What follows belongs to an exercise in optimizing a design on an open flow for a short achievable clock period and few clock cycles per item; a production flow would make more cautious choices. Only simulation tests tie the RTL to the original design; equivalence was not proved.

==> flow/design.v <==
`timescale 1ns/1ps
module fp_arithmetic_sequence_generator (
    input wire clk,
    input wire rst_n,
    input wire activate,
    input wire [31:0] a1,
    input wire [31:0] d,
    input wire [31:0] n,
    input wire [31:0] saddr,
    output reg done,
    output reg [31:0] mem_addr,
    output reg [31:0] mem_wdata,
    output reg mem_write,
    input wire mem_ready
);
    reg        busy;      
    reg        pend;      
    reg        tv;        
    reg        pv;        
    reg        nrm;       
    reg [31:0] rem;       
    reg        sd;        
    reg [7:0]  ed;
    reg [23:0] md;
    reg [23:0] X, Y;      
    reg [47:0] W;         
    reg [7:0]  R;         
    reg [7:0]  dR;        
    reg        isB;       
    reg        isA;       
    reg        sX, sY;    
    reg        esub;      
    reg [23:0] rN;        
    reg [7:0]  eN;
    reg        sN;
    reg [31:0] T;         
    reg        tsync;     
    reg [31:0] A;         
    reg        wrn;       
    wire       wr = !wrn;
    wire        st = T[31];
    wire [7:0]  et = T[30:23];
    wire [23:0] mt = {1'b1, T[22:0]};
    wire [24:0] sum = {1'b0, X} + {1'b0, Y};
    wire [24:0] dxy = {1'b0, X} - {1'b0, Y};
    wire [23:0] dyx = Y - X;
    wire        bor = dxy[24];                        
    wire [23:0] rb  = bor ? dyx : dxy[23:0];          
    wire kp = !esub & sum[24];
    wire k0 = !esub ? !sum[24] : (!isB & dxy[23]);
    wire km = esub & (isB ? rb[22] : (!dxy[23] & dxy[22]));
    wire kw = esub & (isB ? !rb[22] : (!dxy[23] & !dxy[22]));
    wire [22:0] f_p  = sum[23:1];
    wire [22:0] f_0  = esub ? dxy[22:0] : sum[22:0];
    wire [22:0] f_m  = isB ? {rb[21:0], 1'b0} : {dxy[21:0], 1'b0};
    wire [22:0] fn   = kp ? f_p : k0 ? f_0 : f_m;
    wire [23:0] mn   = {1'b1, fn};
    wire        sgn  = (esub & isB & bor) ? sY : sX;
    wire dR0  = (dR == 8'd0);
    wire dR1  = (dR == 8'd1);
    wire wrap = (kp & (R == 8'hff)) | (km & (R == 8'h00));
    wire [7:0]  Rp1 = R + 8'd1;
    wire [7:0]  Rm1 = R - 8'd1;
    wire [7:0]  en  = kp ? Rp1 : k0 ? R : Rm1;        
    wire        nC  = km & dR0;                       
    wire        nB  = (k0 & dR0) | (km & dR1);
    wire [7:0]  Rn  = nC ? R : en;
    wire [7:0]  dRp = dR + 8'd1;
    wire [7:0]  dRm = ~(~dR + 8'd1);
    wire [7:0]  dRn = kp ? dRp : k0 ? dR : dR0 ? 8'd0 : dRm;
    wire [47:0] Wn  = !isA ? (kp ? {1'b0, md, 23'd0} : {md, 24'd0}) :
                      kp ? {1'b0, W[47:1]} : k0 ? W : {W[46:0], 1'b0};
    wire [8:0]  pdiff = {1'b0, et} - {1'b0, ed};
    wire [8:0]  pndiff = {1'b0, ed} - {1'b0, et};
    wire        pC = pdiff[8];
    wire        pB = (pdiff == 9'd0);
    wire [7:0]  pnd = pndiff[7:0];                    
    wire [47:0] pW = ({md, 24'd0} >> pdiff[4:0]) & {48{pdiff[7:5] == 3'b000}};
    wire [23:0] pYC = (mt >> pnd[4:0]) & {24{pnd[7:5] == 3'b000}};
    reg [4:0] lz;
    integer i;
    always @* begin
        lz = 5'd0;
        for (i = 0; i < 24; i = i + 1)
            if (rN[i]) lz = 5'd23 - i[4:0];
    end
    wire [23:0] nsh = rN << lz;
    wire        nzero = (rN == 24'd0);
    wire [8:0]  eNlz  = {1'b0, eN} - {4'd0, lz};      
    wire outst    = wr | pend;
    wire pend_n   = outst & !mem_ready;
    wire rem_last = wr ? (rem == 32'd1) : (rem == 32'd0);
    wire tfree    = !tv | wr;
    wire fast     = !nrm & pv & tfree;
    wire fast_ok  = fast & !kw;
    wire tv_n     = nrm | fast_ok | (tv & !wr);
    wire wr_n     = busy ? (tv_n & !pend_n & !rem_last) : (activate & (n != 32'd0));
    always @(posedge clk or negedge rst_n) begin
        if (!rst_n) begin
            busy      <= 1'b0;
            pend      <= 1'b0;
            mem_write <= 1'b0;
            wrn       <= 1'b1;
            done      <= 1'b0;
            tv        <= 1'b0;
            pv        <= 1'b0;
            nrm       <= 1'b0;
            tsync     <= 1'b0;
        end else if (!busy) begin
            pend      <= 1'b0;
            mem_write <= wr_n;
            wrn       <= !wr_n;
            busy      <= activate & (n != 32'd0);
            done      <= activate & (n == 32'd0);
            tv        <= 1'b1;
            pv        <= 1'b0;
            nrm       <= 1'b0;
            tsync     <= 1'b1;
        end else begin
            pend      <= pend_n;
            mem_write <= wr_n;
            wrn       <= !wr_n;
            done      <= !pend_n & rem_last;
            busy      <= !(!pend_n & rem_last);
            tv        <= tv_n;
            nrm       <= fast & kw;
            pv        <= fast ? (!kw & !wrap) : (!nrm & tsync);
            tsync     <= !fast;
        end
    end
    wire        A_en = !busy | wr;
    wire [31:0] A_n  = !busy ? saddr : A + 32'd4;
    wire        T_en = !busy | nrm | fast;
    wire [31:0] T_nrm = nzero ? {sN, 31'd0} : {sN, eNlz[7:0], nsh[22:0]};
    wire [31:0] T_n  = !busy ? a1 : nrm ? T_nrm : {sgn, en, fn};
    always @(posedge clk) begin
        if (A_en) A <= A_n;
        if (T_en) mem_wdata <= T_n;
        T <= !busy ? a1 : nrm ? T_nrm : mem_wdata;
    end
    always @(posedge clk or negedge rst_n) begin
        if (!rst_n)
            mem_addr <= 32'd0;
        else if (A_en)
            mem_addr <= A_n;
    end
    always @(posedge clk) begin
        if (!busy)
            rem <= n;
        else if (wr)
            rem <= rem - 32'd1;
    end
    always @(posedge clk) begin
        if (!busy) begin
            sd <= d[31];
            ed <= d[30:23];
            md <= {1'b1, d[22:0]};
        end
    end
    always @(posedge clk) begin
        rN <= rb;
        eN <= R;
        sN <= sgn;
        if (fast) begin
            X    <= nC ? md : mn;
            Y    <= nC ? {1'b0, mn[23:1]} : Wn[47:24];
            W    <= Wn;
            R    <= Rn;
            dR   <= dRn;
            isB  <= nB;
            isA  <= !nB & !nC;
            sX   <= nC ? sd : sgn;
            sY   <= nC ? sgn : sd;
            esub <= sgn ^ sd;
        end else begin
            X    <= pC ? md : mt;
            Y    <= pC ? pYC : pW[47:24];
            W    <= pW;
            R    <= pC ? ed : et;
            dR   <= pC ? 8'd0 : pdiff[7:0];
            isB  <= pB;
            isA  <= !pB & !pC;
            sX   <= pC ? sd : st;
            sY   <= pC ? st : sd;
            esub <= st ^ sd;
        end
    end
endmodule
clock: 12.0 ns
lec_check: 0
abc_clock_period_in_ps: 2000
cap_margin: 20
core_margin: 2
core_utilization: 40
setup_slack_margin: 5
slew_margin: 20
standard.sh (not shown) runs the stock make flow with config.mk's settings and CLKGATE_MAP_FILE= SYNTH_SCRIPT=/design/flow/synth_recipe.tcl, a recipe that flattens the netlist after the stock synthesis.
==> flow/flow/run.sh <==
#!/bin/bash
# Standard ORFS layout, with timing repair aimed well below the clock period.
set -euo pipefail
bash standard.sh finish SETUP_SLACK_MARGIN=9 > standard_flow.log 2>&1
Testbench counts at the start, summed over its fixed seeds: cycles 11,554, items 10,866.
Next try:
--- a/flow/design.v
+++ b/flow/design.v
@@ -39,25 +39,19 @@
     reg        wrn;       
     wire       wr = !wrn;
     wire        st = T[31];
     wire [7:0]  et = T[30:23];
     wire [23:0] mt = {1'b1, T[22:0]};
-    wire [24:0] sum = {1'b0, X} + {1'b0, Y};
-    wire [24:0] dxy = {1'b0, X} - {1'b0, Y};
-    wire [23:0] dyx = Y - X;
-    wire        bor = dxy[24];                        
-    wire [23:0] rb  = bor ? dyx : dxy[23:0];          
-    wire kp = !esub & sum[24];
-    wire k0 = !esub ? !sum[24] : (!isB & dxy[23]);
-    wire km = esub & (isB ? rb[22] : (!dxy[23] & dxy[22]));
-    wire kw = esub & (isB ? !rb[22] : (!dxy[23] & !dxy[22]));
-    wire [22:0] f_p  = sum[23:1];
-    wire [22:0] f_0  = esub ? dxy[22:0] : sum[22:0];
-    wire [22:0] f_m  = isB ? {rb[21:0], 1'b0} : {dxy[21:0], 1'b0};
-    wire [22:0] fn   = kp ? f_p : k0 ? f_0 : f_m;
+    wire [24:0] r   = {1'b0, X} + {1'b0, Y ^ {24{esub}}} + {24'd0, esub};
+    wire        bor = !r[24];                         
+    wire kp = !esub & r[24];
+    wire k0 = esub ? r[23] : !r[24];
+    wire km = esub & !r[23] & r[22];
+    wire kw = esub & !r[23] & !r[22];
+    wire [22:0] fn   = kp ? r[23:1] : k0 ? r[22:0] : {r[21:0], 1'b0};
     wire [23:0] mn   = {1'b1, fn};
-    wire        sgn  = (esub & isB & bor) ? sY : sX;
+    wire        sgn  = sX;
     wire dR0  = (dR == 8'd0);
     wire dR1  = (dR == 8'd1);
     wire wrap = (kp & (R == 8'hff)) | (km & (R == 8'h00));
     wire [7:0]  Rp1 = R + 8'd1;
     wire [7:0]  Rm1 = R - 8'd1;
@@ -89,11 +83,13 @@
     wire [8:0]  eNlz  = {1'b0, eN} - {4'd0, lz};      
     wire outst    = wr | pend;
     wire pend_n   = outst & !mem_ready;
     wire rem_last = wr ? (rem == 32'd1) : (rem == 32'd0);
     wire tfree    = !tv | wr;
-    wire fast     = !nrm & pv & tfree;
+    wire bsub     = isB & esub;
+    wire fast     = !nrm & pv & tfree & !bsub;
+    wire swap     = !nrm & pv & bsub;
     wire fast_ok  = fast & !kw;
     wire tv_n     = nrm | fast_ok | (tv & !wr);
     wire wr_n     = busy ? (tv_n & !pend_n & !rem_last) : (activate & (n != 32'd0));
     always @(posedge clk or negedge rst_n) begin
         if (!rst_n) begin
@@ -122,11 +118,11 @@
             wrn       <= !wr_n;
             done      <= !pend_n & rem_last;
             busy      <= !(!pend_n & rem_last);
             tv        <= tv_n;
             nrm       <= fast & kw;
-            pv        <= fast ? (!kw & !wrap) : (!nrm & tsync);
+            pv        <= fast ? (!kw & !wrap) : swap | (!nrm & tsync);
             tsync     <= !fast;
         end
     end
     wire        A_en = !busy | wr;
     wire [31:0] A_n  = !busy ? saddr : A + 32'd4;
@@ -149,18 +145,16 @@
             rem <= n;
         else if (wr)
             rem <= rem - 32'd1;
     end
     always @(posedge clk) begin
-        if (!busy) begin
-            sd <= d[31];
-            ed <= d[30:23];
-            md <= {1'b1, d[22:0]};
-        end
+        sd <= d[31];
+        ed <= d[30:23];
+        md <= {1'b1, d[22:0]};
     end
     always @(posedge clk) begin
-        rN <= rb;
+        rN <= r[23:0];
         eN <= R;
         sN <= sgn;
         if (fast) begin
             X    <= nC ? md : mn;
             Y    <= nC ? {1'b0, mn[23:1]} : Wn[47:24];
@@ -170,10 +164,21 @@
             isB  <= nB;
             isA  <= !nB & !nC;
             sX   <= nC ? sd : sgn;
             sY   <= nC ? sgn : sd;
             esub <= sgn ^ sd;
+        end else if (swap) begin
+            X    <= bor ? Y : X;
+            Y    <= bor ? X : Y;
+            sX   <= bor ? sY : sX;
+            sY   <= bor ? sX : sY;
+            isB  <= 1'b0;
+            isA  <= 1'b0;
+            esub <= 1'b1;
+            R    <= ed;
+            dR   <= 8'd0;
+            W    <= pW;
         end else begin
             X    <= pC ? md : mt;
             Y    <= pC ? pYC : pW[47:24];
             W    <= pW;
             R    <= pC ? ed : et;
The changed run finished clean; final cell count drops by about 15%; setup slack degrades by 0.19 ns; die area fell by 11%; cell area goes down by about 13%; non-clock buffer count goes down by 131; utilization fell by 1.2 points; hold slack gets better by 0.015 ns; global-route usage came out lower by 1.2 points; register-to-register slack is worse by 0.19 ns; first-iteration DRC count shrinks by 31%; sequential share of layout area grows by 4.2 points; clock-buffer cell count shrinks by 4; wire length goes down by about 16%.
Testbench counts after the change, summed over its fixed seeds: cycles 11,571, items 10,866.

## afterwards: timing with drivers on the ports
Ports are ideal in the flow. The routed layouts listed here were re-timed in OpenROAD. Step 1 sets driving cells, clkbuf_16 on the clock port and buf_2 on the other inputs (assumed; they add their load-dependent delay and slew). Step 2 adds t to the input delays and takes it off the output delays; t is the mean of the earliest and latest rising clock arrival at the registers after step 1. Input paths then give back, and output paths get back, about the clock's delay inside the block. Slacks: no drivers / after step 1 / after step 2; pairs: no drivers / after step 1.
| run | shift t [ns] | setup slack, ns | worst register clock-pin slew, ns | worst data-port slew with drivers (ns) | pins driven straight from the clock port |
|---|---|---|---|---|---|
| the first run | 0.658 | 8.167 / 8.167 / 8.167 | 0.07 / 0.07 | 0.08 | 1 |
| the second run | 0.627 | 7.974 / 7.974 / 7.974 | 0.07 / 0.07 | 0.08 | 1 |
After both steps setup and hold are still met in every run listed.
